This design comes from an exercise in tuning for small area on the open sky130 flow, not from production work. Only simulation tests tie the RTL to the original design; equivalence was not proved.

alpha:
Design ibis_texture_mapper, start of the top module:
module ibis_texture_mapper
#(parameter TILE_SIZE_POW2_MAX = 9,
  parameter WIDTH = 11)
 (input wire logic aclk,
  input wire logic aresetn,
  input wire logic enable,
  input wire logic unsigned [6:0] write_registers,
  input wire logic unsigned [WIDTH - 1:0] x,
  input wire logic unsigned [WIDTH - 1:0] y,
  input wire logic unsigned [2:0] texture_power2,
  input wire logic signed [17:0] texture_matrixA,
  input wire logic signed [17:0] texture_matrixB,
  input wire logic signed [17:0] texture_matrixC,
  input wire logic signed [17:0] texture_matrixD,
  input wire logic signed [17:0] texture_translateX,
  input wire logic signed [17:0] texture_translateY,
  output logic unsigned [(TILE_SIZE_POW2_MAX * 2) - 1:0] map_address,
  output logic stencil_test,
  output logic stencil_step,
  output logic ready);
Size: ~200 flip-flops, ~160 I/O pins.
export LEC_CHECK = 0
export ABC_AREA = 1
export CAP_MARGIN = 20
export CORE_MARGIN = 2
export CORE_UTILIZATION = 55
export PLACE_DENSITY = 0.75
export SLEW_MARGIN = 20
create_clock -name core_clock -period 10.0 [get_ports {aclk}]
standard.sh (not shown) runs the stock make flow with config.mk's settings and CLKGATE_MAP_FILE= SYNTH_SCRIPT=/design/flow/synth_recipe.tcl, a recipe that flattens the netlist after the stock synthesis.
==> flow/flow/run.sh <==
#!/bin/bash
set -euo pipefail
here=$(pwd)
rm -rf "$here/orfs_scripts"
cp -r "$FLOW_HOME/scripts" "$here/orfs_scripts"
cp "$here/flow/abc_area.script" "$here/orfs_scripts/abc_area.script"
export SCRIPTS_DIR="$here/orfs_scripts"
export SYNTH_ARGS="-noabc"
export BUFFER_PORTS_ARGS="-buffer_cell sky130_fd_sc_hd__buf_1"
export CTS_ARGS="-sink_clustering_enable -repair_clock_nets -dont_use_dummy_load -sink_clustering_size 20 -sink_clustering_max_diameter 60 -buf_list sky130_fd_sc_hd__clkbuf_8"
bash standard.sh > standard.log 2>&1
==> flow/flow/abc_area.script <==
strash
dc2
dch -f
amap
topo
--- input diff alpha..beta ---
- CTS_CLUSTER_DIAMETER: unset -> 40
- CTS_BUF_LIST: unset -> sky130_fd_sc_hd__clkbuf_4
- CTS_CLUSTER_SIZE: unset -> 10
==> flow/run.sh (new file) <==
#!/bin/bash
# synth_recipe.tcl (not shown) runs the flow's synth.tcl, then flattens the netlist and writes it again
# the make line also repeats each setting of config.mk as NAME=value (left out here)
make -C /OpenROAD-flow-scripts/flow DESIGN_CONFIG=/design/flow/config.mk WORK_HOME=/design/flow/orfs CLKGATE_MAP_FILE= SYNTH_SCRIPT=/design/flow/synth_recipe.tcl finish
removed: flow/flow/run.sh
removed: flow/flow/abc_area.script
removed: flow/standard.sh
==> comparison <==
Portion of the clock cycle consumed by the worst path in the final layout is lower on beta
Higher non-clock buffer count was reported by alpha, not beta.
Looking at proportion of synthesized area in mux cells across alpha and beta, the one that comes out higher is beta.
| number of fill cells in the layout | lower: alpha |
Of alpha and beta, the higher critical path data arrival time belongs to alpha.
Between alpha and beta, the xor/xnor share of the synthesized area is higher for beta.
The setup slack of beta is larger than that of alpha.
Comparing alpha and beta, the lower critical path depth is on beta.
Input-level comparison between gamma and beta:
- clearing CTS_CLUSTER_DIAMETER, which used to be 40
- clearing CTS_BUF_LIST, which used to be sky130_fd_sc_hd__clkbuf_4
- clearing CTS_CLUSTER_SIZE, which used to be 10
==> flow/flow/run.sh (new file) <==
#!/bin/bash
set -euo pipefail
here=$(pwd)
rm -rf "$here/orfs_scripts"
cp -r "$FLOW_HOME/scripts" "$here/orfs_scripts"
cp "$here/flow/abc_area.script" "$here/orfs_scripts/abc_area.script"
export SCRIPTS_DIR="$here/orfs_scripts"
export SYNTH_ARGS="-noabc"
export BUFFER_PORTS_ARGS="-buffer_cell sky130_fd_sc_hd__buf_1"
export CTS_ARGS="-sink_clustering_enable -repair_clock_nets -dont_use_dummy_load -sink_clustering_size 30 -sink_clustering_max_diameter 80 -buf_list sky130_fd_sc_hd__clkbuf_16"
bash standard.sh > standard.log 2>&1
==> flow/flow/abc_area.script (new file) <==
strash
dc2
dch -f
amap
topo
==> flow/standard.sh (new file) <==
#!/bin/bash
# synth_recipe.tcl (not shown) runs the flow's synth.tcl, then flattens the netlist and writes it again
# the make line also repeats each setting of config.mk as NAME=value (left out here)
make -C /OpenROAD-flow-scripts/flow DESIGN_CONFIG=/design/flow/config.mk WORK_HOME=/design/flow/orfs CLKGATE_MAP_FILE= SYNTH_SCRIPT=/design/flow/synth_recipe.tcl "${@:-finish}"
removed: flow/run.sh
==> results.txt <==
Looking at the reports, gamma completed the entire flow and the layout it produced met the timing, DRC and antenna checks.
gamma against beta; global-route wire length before repair is down by more than 10%.
Delta (gamma minus beta): wire length now sits lower; number of clock buffers inserted by TritonCTS dropped 19; routability-driven placement congestion ratio went down by about 4%.
Critical path class = in2reg: gamma; critical path class = reg2reg: beta
Die size: gamma is under beta
gamma ended up with a221oi_1 as its slowest stage cell on the critical path; beta ended up with nor2_1.
Summary of the comparison: number of multi-input combinational cells is lower in gamma, relative to beta.
diff inputs: gamma => delta
- GPL_ROUTABILITY_DRIVEN now 0, previously not set
diff --git a/flow/flow/run.sh b/flow/flow/run.sh
--- a/flow/flow/run.sh
+++ b/flow/flow/run.sh
@@ -10 +10 @@
-export CTS_ARGS="-sink_clustering_enable -repair_clock_nets -dont_use_dummy_load -sink_clustering_size 30 -sink_clustering_max_diameter 80 -buf_list sky130_fd_sc_hd__clkbuf_16"
+export CTS_ARGS="-sink_clustering_enable -repair_clock_nets -dont_use_dummy_load -sink_clustering_size 10 -sink_clustering_max_diameter 40 -buf_list sky130_fd_sc_hd__clkbuf_4"
- When the final numbers for gamma and delta were put side by side, the fraction of area in multi-input gates turned out to be smaller in gamma.
- Comparing gamma against delta, there is no change at all in multi-input combinational gate total.
- Diff gamma and delta: detailed-routing wirelength on met1 lower in delta
- Measured against each other, gamma and delta differ in count of clock-buffer cells in the layout, the higher figure coming from delta.
- Pin count of the biggest net entering global routing, gamma and delta: higher on gamma
- TritonCTS buffer count in delta is 15 above gamma.


== branch indigo ==
ibis_texture_mapper, a different RTL version from the one above (not shown whole).
Size: ~1100 cells after synthesis, ~200 flip-flops, roughly 12000 µm² of cells after synthesis.
export LEC_CHECK = 0
export ABC_AREA = 1
export CAP_MARGIN = 20
export CORE_MARGIN = 2
export CORE_UTILIZATION = 55
export PLACE_DENSITY = 0.75
export SLEW_MARGIN = 20
create_clock -name core_clock -period 10.0 [get_ports {aclk}]
==> flow/flow/run.sh <==
#!/bin/bash
set -euo pipefail
here=$(pwd)
rm -rf "$here/orfs_scripts"
cp -r "$FLOW_HOME/scripts" "$here/orfs_scripts"
cp "$here/flow/abc_area.script" "$here/orfs_scripts/abc_area.script"
export SCRIPTS_DIR="$here/orfs_scripts"
export SYNTH_ARGS="-noabc"
export BUFFER_PORTS_ARGS="-buffer_cell sky130_fd_sc_hd__buf_1"
export CTS_ARGS="-sink_clustering_enable -repair_clock_nets -dont_use_dummy_load -sink_clustering_size 8 -sink_clustering_max_diameter 40 -buf_list sky130_fd_sc_hd__clkbuf_4"
bash standard.sh > standard.log 2>&1
==> flow/flow/abc_area.script <==
strash
dc2
dch -f
amap
topo
stime -c
buffer -c
upsize -c
dnsize -c
The flow did not stop early for branch indigo: all stages ran, and the layout cleared the timing, DRC and antenna checks.
Edits applied to the flow inputs when going from branch indigo to branch umber:
# branch indigo
export LEC_CHECK = 0
export ABC_AREA = 1
export CAP_MARGIN = 20
export CORE_MARGIN = 2
export CORE_UTILIZATION = 55
export PLACE_DENSITY = 0.75
export SLEW_MARGIN = 20
create_clock -name core_clock -period 10.0 [get_ports {aclk}]
# branch umber
export LEC_CHECK = 0
export ABC_AREA = 1
export CAP_MARGIN = 20
export CORE_MARGIN = 2
export CORE_UTILIZATION = 40
export SLEW_MARGIN = 20
create_clock -name core_clock -period 10.0 [get_ports {aclk}]
diff --git a/flow/flow/run.sh b/flow/flow/run.sh
--- a/flow/flow/run.sh
+++ b/flow/flow/run.sh
@@ -10 +10 @@
-export CTS_ARGS="-sink_clustering_enable -repair_clock_nets -dont_use_dummy_load -sink_clustering_size 8 -sink_clustering_max_diameter 40 -buf_list sky130_fd_sc_hd__clkbuf_4"
+export CTS_ARGS="-sink_clustering_enable -repair_clock_nets -dont_use_dummy_load -sink_clustering_size 12 -sink_clustering_max_diameter 50 -buf_list sky130_fd_sc_hd__clkbuf_4"
### Flow results
Diff branch indigo -> branch umber: initial antenna violation count closely matched the old numbers, count of vias placed by the detailed router fell by 273. Sequential cell area in the final layout across branch umber and branch indigo: no real change. When the final numbers for branch umber and branch indigo were put side by side, the highest achievable clock rate turned out to be greater in branch umber. Sequential share of layout area ends up higher on branch indigo. branch indigo → branch umber: cell area after layout went up about 1.1%; worst hold margin now sits lower. As far as number of antenna-violating nets in the routed design is concerned, branch indigo and branch umber perform about the same. Compared with branch indigo, branch umber shows wire length that has gone up by a few percent.


## before
Another version of the RTL of ibis_texture_mapper (not shown whole).
Size in the first run: roughly 1400 cells after synthesis, roughly 160 I/O pins.
Settings: LEC_CHECK=0, ABC_AREA=1, CAP_MARGIN=20, CORE_MARGIN=2, CORE_UTILIZATION=40, SLEW_MARGIN=20; clock period 10.0 ns.
==> flow/flow/run.sh <==
#!/bin/bash
set -euo pipefail
export SYNTH_ARGS="-noabc"
export BUFFER_PORTS_ARGS="-buffer_cell sky130_fd_sc_hd__buf_1"
export CTS_ARGS="-sink_clustering_enable -repair_clock_nets -dont_use_dummy_load -sink_clustering_size 8 -sink_clustering_max_diameter 40 -buf_list sky130_fd_sc_hd__clkbuf_4"
bash standard.sh > standard.log 2>&1
Setup changes, before to after
--- a/flow/flow/run.sh
+++ b/flow/flow/run.sh
@@ -2,0 +3,5 @@
+here=$(pwd)
+rm -rf "$here/orfs_scripts"
+cp -r "$FLOW_HOME/scripts" "$here/orfs_scripts"
+cp "$here/flow/abc_area.script" "$here/orfs_scripts/abc_area.script"
+export SCRIPTS_DIR="$here/orfs_scripts"
==> flow/flow/abc_area.script (new file) <==
strash
dc2
dch -f
map -a
topo
[summary]
after finished every step from synthesis to the final layout, and the layout passed the timing, DRC and antenna checks. after against before; post-synth design cell area is down by a few percent. after: synthesized cell count lower than before.

## what the ideal ports hide
No port has a modelled driver above. Below, the same layouts with a new extraction and two added sets of constraints. Step 1: set_driving_cell puts a clkbuf_16 on aclk and a buf_2 on each other input, an assumption about the parent block. Step 2 also shifts input and output timing later by t, the mid clock arrival at the registers, as if the neighbouring blocks saw the same clock. Slacks: ideal / step 1 / step 2; pairs: ideal / step 1.
run	t (ns)	setup slack, ns	hold slack, ns
alpha	0.525	0.816 / 0.841 / 0.316	0.463 / 0.463 / 0.463
beta	0.776	1.803 / 1.803 / 1.330	0.429 / 0.429 / 0.429
gamma	0.499	0.820 / 0.844 / 0.344	0.465 / 0.465 / 0.465
delta	0.690	0.943 / 0.943 / 0.374	0.467 / 0.467 / 0.467
branch indigo	0.700	0.791 / 0.813 / 0.113	0.471 / 0.471 / 0.471
branch umber	0.695	0.829 / 0.845 / 0.150	0.457 / 0.457 / 0.457
before	0.712	1.389 / 1.389 / 0.836	0.460 / 0.460 / 0.460
after	0.708	0.819 / 0.819 / 0.269	0.443 / 0.443 / 0.443
After both steps every run listed still meets setup and hold. The setup slack of branch umber, which loses most, moves by +0.016 ns with the drivers and by -0.679 ns with both steps.
